From an optimization exercise on the open Yosys and OpenROAD flow, aimed at small area, a short achievable clock period and few clock cycles per item; shortcuts taken in it are not production practice.
At most, simulation tests tie the RTL to the original design; equivalence was not proved.

==> juniper <==
Design SNN, start of the top module:
module SNN(
	input            clk,
	input            rst_n,
	input            in_valid,
	input [7:0]      img,
	input [7:0]      ker,
	input [7:0]      weight,
	output reg       out_valid,
	output reg [9:0] out_data
);
Settings: LEC_CHECK=0, ABC_CLOCK_PERIOD_IN_PS=4000, CAP_MARGIN=20, CORE_MARGIN=2, CORE_UTILIZATION=60, CTS_CLUSTER_DIAMETER=80, CTS_CLUSTER_SIZE=25, PLACE_DENSITY=0.75, SLEW_MARGIN=20, SYNTH_HIERARCHICAL=1, SYNTH_MINIMUM_KEEP_SIZE=0; clock period 16.0 ns.
run.sh (not shown) runs the stock make flow with config.mk's settings and CLKGATE_MAP_FILE= SYNTH_SCRIPT=/design/flow/synth_recipe.tcl, a recipe that flattens the netlist after the stock synthesis.
==> inputs of raven, as changes to juniper <==
--- a/flow/design.v
+++ b/flow/design.v
@@ -5,24 +5,27 @@
 	input [7:0]      img,
 	input [7:0]      ker,
 	input [7:0]      weight,
 	output reg       out_valid,
 	output reg [9:0] out_data
 );
 integer k;
 reg        v0;
+reg  [7:0] ker_r, wt_r;
 reg  [2:0] col, row;
 reg        im;
 reg  [7:0] win [0:10];           
 always @(posedge clk or negedge rst_n) begin
 	if (!rst_n) v0 <= 1'b0;
 	else        v0 <= in_valid;
 end
 always @(posedge clk) begin
+	ker_r  <= ker;
+	wt_r   <= weight;
 	win[0] <= img;
 	for (k = 1; k < 11; k = k + 1) win[k] <= win[k-1];
 end
 always @(posedge clk or negedge rst_n) begin
 	if (!rst_n) begin
 		col <= 3'd0; row <= 3'd0; im <= 1'b0;
 	end else if (v0) begin
 		if (col == 3'd5) begin
@@ -35,28 +38,23 @@
 			end
 		end else begin
 			col <= col + 3'd1;
 		end
 	end
 end
 reg  [7:0] kr [0:8];
 reg  [7:0] wr [0:3];
-wire [3:0] w0_idx = row[0] ? {1'b0, col} + 4'd6 : {1'b0, col};
-wire       w0_ok  = !im && (row[2:1] == 2'b00);
-reg  [8:0] ld_sel;
-always @(*) begin
-	for (k = 0; k < 9; k = k + 1)
-		ld_sel[k] = (k == 0) ? !v0 : (v0 && w0_ok && w0_idx == k - 1);
-end
+wire       ld_ok  = v0 && !im && (row[2:1] == 2'b00);
+wire [3:0] ld_idx = row[0] ? {1'b0, col} + 4'd6 : {1'b0, col};
 always @(posedge clk) begin
 	for (k = 0; k < 9; k = k + 1)
-		if (in_valid && ld_sel[k]) kr[k] <= ker;
+		if (ld_ok && ld_idx == k) kr[k] <= ker_r;
 	for (k = 0; k < 4; k = k + 1)
-		if (in_valid && ld_sel[k]) wr[k] <= weight;
+		if (ld_ok && ld_idx == k) wr[k] <= wt_r;
 end
 wire [16:0] s1_s, s1_c;
 wire [17:0] s2_s, s2_c;
 wire [18:0] s3_s, s3_c;
 wire [18:0] s4_s, s4_c;
 wire [19:0] s5_s, s5_c;
 reg  [16:0] r1_s, r1_c;
 reg  [17:0] r2_s, r2_c;
@@ -152,18 +150,20 @@
 		m0_v <= f_v;
 		m1_v <= m0_v;
 	end
 end
 always @(posedge clk) begin
 	if (f_v) begin
 		pq  <= f_sum[21:14];
 		m_b <= f_b; m_a <= f_a; m_im <= f_im;
+		{mn, mt, mo} <= booth(f_b ? wr[2] : wr[0]);
+	end else if (m0_v) begin
+		{mn, mt, mo} <= booth(m_b ? wr[3] : wr[1]);
 	end
-	{mn, mt, mo} <= booth(f_v ? (f_b ? wr[2] : wr[0]) : (m_b ? wr[3] : wr[1]));
 end
 reg  [16:0] mres, mres_d;
 wire [16:0] madd = m_b ? mres_d : 17'd0;
 wire [16:0] m_s, m_c;
 csa_mac u_m(.x(pq), .one(mo), .two(mt), .neg(mn), .r0(madd), .s(m_s), .c(m_c));
 wire [16:0] mac_res = m_s + m_c;
 always @(posedge clk) begin
 	mres   <= mac_res;
==> flow/flow/run.sh (new file) <==
#!/bin/bash
# Standard ORFS layout (the standard.sh, unchanged synthesis and
# clock tree), with repair_timing aiming for 11.7 ns of setup margin at
# the design's 16 ns clock, and the port buffers given buf_2 cells.
set -euo pipefail
bash standard.sh SETUP_SLACK_MARGIN=11.7 "BUFFER_PORTS_ARGS=-buffer_cell sky130_fd_sc_hd__buf_2" finish > standard_flow.log 2>&1
==> flow/standard.sh (new file) <==
#!/bin/bash
# synth_recipe.tcl (not shown) runs the flow's synth.tcl, then flattens the netlist and writes it again
# the make line also repeats each setting of config.mk as NAME=value (left out here)
make -C /OpenROAD-flow-scripts/flow DESIGN_CONFIG=/design/flow/config.mk WORK_HOME=/design/flow/orfs CLKGATE_MAP_FILE= SYNTH_SCRIPT=/design/flow/synth_recipe.tcl "${@:-finish}"
Settings changed: CORE_UTILIZATION 60 to 40, PLACE_DENSITY 0.75 to unset.
removed: flow/run.sh
==> inputs of maple, as changes to juniper <==
==> flow/flow/run.sh (new file) <==
#!/bin/bash
# Standard ORFS layout (the standard.sh with its unchanged synthesis),
# with repair_timing aiming for 11.7 ns of setup margin at the design's
# 16 ns clock, port buffers of buf_2 cells, and clock tree synthesis with
# sink clusters of up to 25 flip-flops within 80 um and no dummy loads.
set -euo pipefail
bash standard.sh SETUP_SLACK_MARGIN=11.7 \
  "BUFFER_PORTS_ARGS=-buffer_cell sky130_fd_sc_hd__buf_2" \
  "CTS_ARGS=-sink_clustering_enable -repair_clock_nets -sink_clustering_size 20 -sink_clustering_max_diameter 50 -dont_use_dummy_load" \
  finish > standard_flow.log 2>&1
==> flow/standard.sh (new file) <==
#!/bin/bash
# synth_recipe.tcl (not shown) runs the flow's synth.tcl, then flattens the netlist and writes it again
# the make line also repeats each setting of config.mk as NAME=value (left out here)
make -C /OpenROAD-flow-scripts/flow DESIGN_CONFIG=/design/flow/config.mk WORK_HOME=/design/flow/orfs CLKGATE_MAP_FILE= SYNTH_SCRIPT=/design/flow/synth_recipe.tcl "${@:-finish}"
Settings changed: CTS_CLUSTER_DIAMETER 80 to unset, CTS_CLUSTER_SIZE 25 to unset.
removed: flow/run.sh
==> inputs of xenon, as changes to juniper <==
==> flow/flow/run.sh (new file) <==
#!/bin/bash
# Standard ORFS layout (the standard.sh with its unchanged synthesis),
# with repair_timing aiming for 11.7 ns of setup margin at the design's
# 16 ns clock, port buffers of buf_2 cells, and clock tree synthesis with
# sink clusters of up to 25 flip-flops within 80 um and no dummy loads.
set -euo pipefail
bash standard.sh SETUP_SLACK_MARGIN=11.7 \
  "BUFFER_PORTS_ARGS=-buffer_cell sky130_fd_sc_hd__buf_2" \
  "CTS_ARGS=-sink_clustering_enable -repair_clock_nets -sink_clustering_size 40 -sink_clustering_max_diameter 60 -dont_use_dummy_load" \
  finish > standard_flow.log 2>&1
==> flow/standard.sh (new file) <==
#!/bin/bash
# synth_recipe.tcl (not shown) runs the flow's synth.tcl, then flattens the netlist and writes it again
# the make line also repeats each setting of config.mk as NAME=value (left out here)
make -C /OpenROAD-flow-scripts/flow DESIGN_CONFIG=/design/flow/config.mk WORK_HOME=/design/flow/orfs CLKGATE_MAP_FILE= SYNTH_SCRIPT=/design/flow/synth_recipe.tcl "${@:-finish}"
Settings changed: CORE_UTILIZATION 60 to 40, CTS_CLUSTER_DIAMETER 80 to unset, CTS_CLUSTER_SIZE 25 to unset, PLACE_DENSITY 0.75 to unset.
removed: flow/run.sh
==> summary of the runs <==
- Setup slack, highest first: xenon, raven, maple, juniper.
- Between raven and xenon, the lower register-to-register slack is in xenon (gap 0.05 ns).
- Against maple, the global-route usage of xenon is lower by 7.4 points.
- Between juniper and maple, the lower count of clock-buffer cells in the layout is in juniper (gap 14).
- Against raven, the die area of maple is smaller by 34%.
- Via count, lowest first: xenon, maple, juniper, raven.
- raven finished with timing, DRC and antenna clean. maple completed with no timing, DRC or antenna violations. juniper completed without violations. xenon completed without violations.
- In juniper the final cell count is lower than in xenon, by about 10%.
==> figures <==
quantity	xenon	raven	maple	juniper
Worst R2R Setup Slack	11.83 ns	11.88 ns	11.81 ns	11.28 ns
Setup crit start	out_data[1]	out_data[2]	out_data[1]	in_valid
Clk latency of the worst-skew pair	0.63 ns	0.63 ns	0.64 ns	0.59 ns
Post-Synth XOR/XNOR Area	2.34%	2.21%	2.34%	2.34%
Number of placement rows	119	120	97	97
Final instance count without filler cells	4480	4627	4048	4031
Gate Count Post-Synth	3419	3498	3419	3419
Via-per-instance ratio	4.85	4.89	5.57	5.60
Placed Area	40400 sq um	41300 sq um	39800 sq um	39900 sq um
Number of placed instances with taps included	4417	4510	3960	3962
Simple-Gate Fraction of Synth Area	8.35%	8.87%	8.35%	8.35%
Count of inserted tapcells	1391	1403	940	940
Max stage delay cell, worst path	dfrtp_1	dfrtp_1	dfrtp_1	nor3_1
Routability Congestion	0.822	0.829	0.889	0.888
Clock-pin slew on the worst setup and hold paths	0.11 ns	0.10 ns	0.06 ns	0.10 ns
Number of clock sinks	585	601	585	585
Repair and plain buffers	61	103	70	45
Worst endpoint required time	12.80 ns	12.80 ns	12.80 ns	16.23 ns
Outcome	complete, no violations	complete, no violations	complete, no violations	complete, no violations
Testbench counts of juniper, summed over its fixed seeds: cycles 25,920, items 320.
Testbench counts of maple, summed over its fixed seeds: cycles 25,920, items 320.
Testbench counts of xenon, summed over its fixed seeds: cycles 25,920, items 320.
For raven, only the layout was checked, not whether the RTL still works.

---

==> inputs of 07-10 <==
Another version of the RTL of SNN (not shown whole).
## SNN
module SNN(
	input            clk,
	input            rst_n,
	input            in_valid,
	input [7:0]      img,
	input [7:0]      ker,
	input [7:0]      weight,
	output reg       out_valid,
	output reg [9:0] out_data
);
integer k;
reg        v0;
reg  [2:0] col, row;
reg        im;
reg  [7:0] win [0:12];           
always @(posedge clk or negedge rst_n) begin
	if (!rst_n) v0 <= 1'b0;
	else        v0 <= in_valid;
end
always @(posedge clk) begin
	win[0] <= img;
	for (k = 1; k < 13; k = k + 1) win[k] <= win[k-1];
end
always @(posedge clk or negedge rst_n) begin
	if (!rst_n) begin
		col <= 3'd0; row <= 3'd0; im <= 1'b0;
	end else if (v0) begin
		if (col == 3'd5) begin
			col <= 3'd0;
			if (row == 3'd5) begin
				row <= 3'd0;
				im  <= ~im;
			end else begin
				row <= row + 3'd1;
			end
		end else begin
			col <= col + 3'd1;
		end
	end
end
reg  [7:0] kr [0:8];
reg  [7:0] wr [0:3];
wire [3:0] w0_idx = row[0] ? {1'b0, col} + 4'd6 : {1'b0, col};
wire       w0_ok  = !im && (row[2:1] == 2'b00);
reg  [8:0] ld_sel;
always @(*) begin
	for (k = 0; k < 9; k = k + 1)
		ld_sel[k] = (k == 0) ? !v0 : (v0 && w0_ok && w0_idx == k - 1);
end
always @(posedge clk) begin
	for (k = 0; k < 9; k = k + 1)
		if (in_valid && ld_sel[k]) kr[k] <= ker;
	for (k = 0; k < 4; k = k + 1)
		if (in_valid && ld_sel[k]) wr[k] <= weight;
end
wire [17:0] a_s, a_c;
wire [18:0] b_s, b_c;
wire [19:0] c_s, c_c;
reg  [17:0] ra_s, ra_c;
reg  [18:0] rb_s, rb_c;
reg  [19:0] rc_s, rc_c;
csa_conv_a u_a(.k0(kr[0]), .x0(win[12]), .k1(kr[1]), .x1(win[11]), .k2(kr[2]), .x2(win[10]),
               .s(a_s), .c(a_c));
csa_conv_b u_b(.k0(kr[3]), .x0(win[7]), .k1(kr[4]), .x1(win[6]), .k2(kr[5]), .x2(win[5]),
               .r0(ra_s), .r1(ra_c), .s(b_s), .c(b_c));
csa_conv_c u_c(.k0(kr[6]), .x0(win[2]), .k1(kr[7]), .x1(win[1]), .k2(kr[8]), .x2(win[0]),
               .r0(rb_s), .r1(rb_c), .s(c_s), .c(c_c));
always @(posedge clk) begin
	ra_s <= a_s; ra_c <= a_c;
	rb_s <= b_s; rb_c <= b_c;
	rc_s <= c_s; rc_c <= c_c;
end
reg       d_v;
reg [1:0] d_i, d_j;
reg       d_im;
always @(posedge clk or negedge rst_n) begin
	if (!rst_n) d_v <= 1'b0;
  ...
clock: 16.0 ns
lec_check: 0
abc_clock_period_in_ps: 4000
cap_margin: 20
core_margin: 2
core_utilization: 40
slew_margin: 20
synth_hierarchical: 1
synth_minimum_keep_size: 0
standard.sh (not shown) runs the stock make flow with config.mk's settings and CLKGATE_MAP_FILE= SYNTH_SCRIPT=/design/flow/synth_recipe.tcl, a recipe that flattens the netlist after the stock synthesis.
==> flow/flow/run.sh <==
#!/bin/bash
# Standard ORFS layout (the standard.sh with its unchanged synthesis),
# with repair_timing aiming for 11.7 ns of setup margin at the design's
# 16 ns clock, port buffers of buf_2 cells, and clock tree synthesis with
# sink clusters of up to 25 flip-flops within 80 um and no dummy loads.
set -euo pipefail
bash standard.sh SETUP_SLACK_MARGIN=11.7 \
  "BUFFER_PORTS_ARGS=-buffer_cell sky130_fd_sc_hd__buf_2" \
  "CTS_ARGS=-sink_clustering_enable -repair_clock_nets -sink_clustering_size 25 -sink_clustering_max_diameter 80 -dont_use_dummy_load" \
  finish > standard_flow.log 2>&1
==> 03-15 (differences from 07-10) <==
Settings changed: CORE_UTILIZATION 40 to 60, PLACE_DENSITY set to 0.75.
==> 08-13 (differences from 07-10) <==
--- a/flow/design.v
+++ b/flow/design.v
@@ -144,16 +144,18 @@
 		m1_v <= m0_v;
 	end
 end
 always @(posedge clk) begin
 	if (f_v) begin
 		pq  <= f_sum[21:14];
 		m_b <= f_b; m_a <= f_a; m_im <= f_im;
+		{mn, mt, mo} <= booth(f_b ? wr[2] : wr[0]);
+	end else if (m0_v) begin
+		{mn, mt, mo} <= booth(m_b ? wr[3] : wr[1]);
 	end
-	{mn, mt, mo} <= booth(f_v ? (f_b ? wr[2] : wr[0]) : (m_b ? wr[3] : wr[1]));
 end
 reg  [16:0] mres, mres_d;
 wire [16:0] madd = m_b ? mres_d : 17'd0;
 wire [16:0] m_s, m_c;
 csa_mac u_m(.x(pq), .one(mo), .two(mt), .neg(mn), .r0(madd), .s(m_s), .c(m_c));
 wire [16:0] mac_res = m_s + m_c;
 always @(posedge clk) begin
==> flow/flow/run.sh (replaced) <==
#!/bin/bash
# Standard ORFS layout (the standard.sh, unchanged synthesis and
# clock tree), with repair_timing aiming for 11.7 ns of setup margin at
# the design's 16 ns clock, and the port buffers given buf_2 cells.
set -euo pipefail
bash standard.sh SETUP_SLACK_MARGIN=11.7 "BUFFER_PORTS_ARGS=-buffer_cell sky130_fd_sc_hd__buf_2" finish > standard_flow.log 2>&1
Settings changed: CTS_CLUSTER_DIAMETER set to 80, CTS_CLUSTER_SIZE set to 25.
==> notes <==
Against 07-10, the non-clock buffer count of 03-15 is higher by 6.
Of 07-10 and 03-15, 07-10 has the higher register-to-register slack (gap 0.03 ns).
Of 08-13 and 07-10, 08-13 has the higher critical path depth (gap 1).
Against 08-13, the routed wire length of 07-10 is higher by 1.5%.
Via count: 03-15 > 07-10 > 08-13.
==> figures <==
|  | 07-10 | 08-13 | 03-15 |
|---|---|---|---|
| Syn avg cell area | 12.3 sq um | 12.4 sq um | 12.3 sq um |
| Worst hold path endpoint | win[9][2] | win[4][5] | win[10][1] |
| Die boundary width | 322 um | 322 um | 264 um |
| Fmax achieved | 228 MHz | 227 MHz | 227 MHz |
| Hpwl dp | 66,000 um | 64,900 um | 65,800 um |
| Clock transition at the register clock pins on the worst setup and hold paths after CTS | 0.10 ns | 0.09 ns | 0.09 ns |
| Destination of the critical timing path | rc_s[8] | rc_s[9] | rc_s[9] |
| Cell repeated most along the worst path | fa_1 | fa_2 | fa_1 |
| Register share of the cell area | 0.310 | 0.312 | 0.316 |
| Post-synthesis adder-cell area fraction | 0.397 | 0.398 | 0.397 |
| Status | no timing/DRC/antenna violations | no timing/DRC/antenna violations | no timing/DRC/antenna violations |
| Xor/xnor share of the synthesized area | 0.0242 | 0.0244 | 0.0242 |
| Transition at the pin with the smallest max-transition slack | 1.01 ns | 0.792 ns | 0.987 ns |
Testbench counts of 08-13, summed over its fixed seeds: cycles 25,920, items 320.
For 07-10 and 03-15, only the layout was checked, not whether the RTL still works.

[static timing again, ports no longer ideal]
In the flow no input, the clock included, has a driving cell. The finished layouts below were timed again as built, in two steps. Step 1 sets driving cells, clkbuf_16 on the clock port and buf_2 on the other inputs (assumed; they add their load-dependent delay and slew). Step 2, shift: input delay + t, output delay - t, t = (earliest + latest rising clock arrival at the registers) / 2. This alone moves slack from input paths to output paths. a / b / c = ideal / step 1 / step 2; a / b = the first two.
run	t (ns)	setup slack, ns	worst setup path at the end	cell pins on the clock port's net
juniper	0.645	10.830 / 10.797 / 10.152	input to register	1
raven	0.673	11.680 / 11.611 / 11.875	register to register	1
maple	0.670	11.676 / 11.610 / 11.059	input to register	1
xenon	0.663	11.702 / 11.637 / 11.088	input to register	1
07-10	0.626	11.619 / 11.619 / 11.126	input to register	1
03-15	0.667	11.587 / 11.587 / 11.030	input to register	1
08-13	0.668	11.599 / 11.599 / 11.140	input to register	1
After both steps setup and hold are still met in every run listed. For juniper, which loses most, drivers alone change the setup slack by -0.033 ns; drivers and shift together by -0.678 ns.
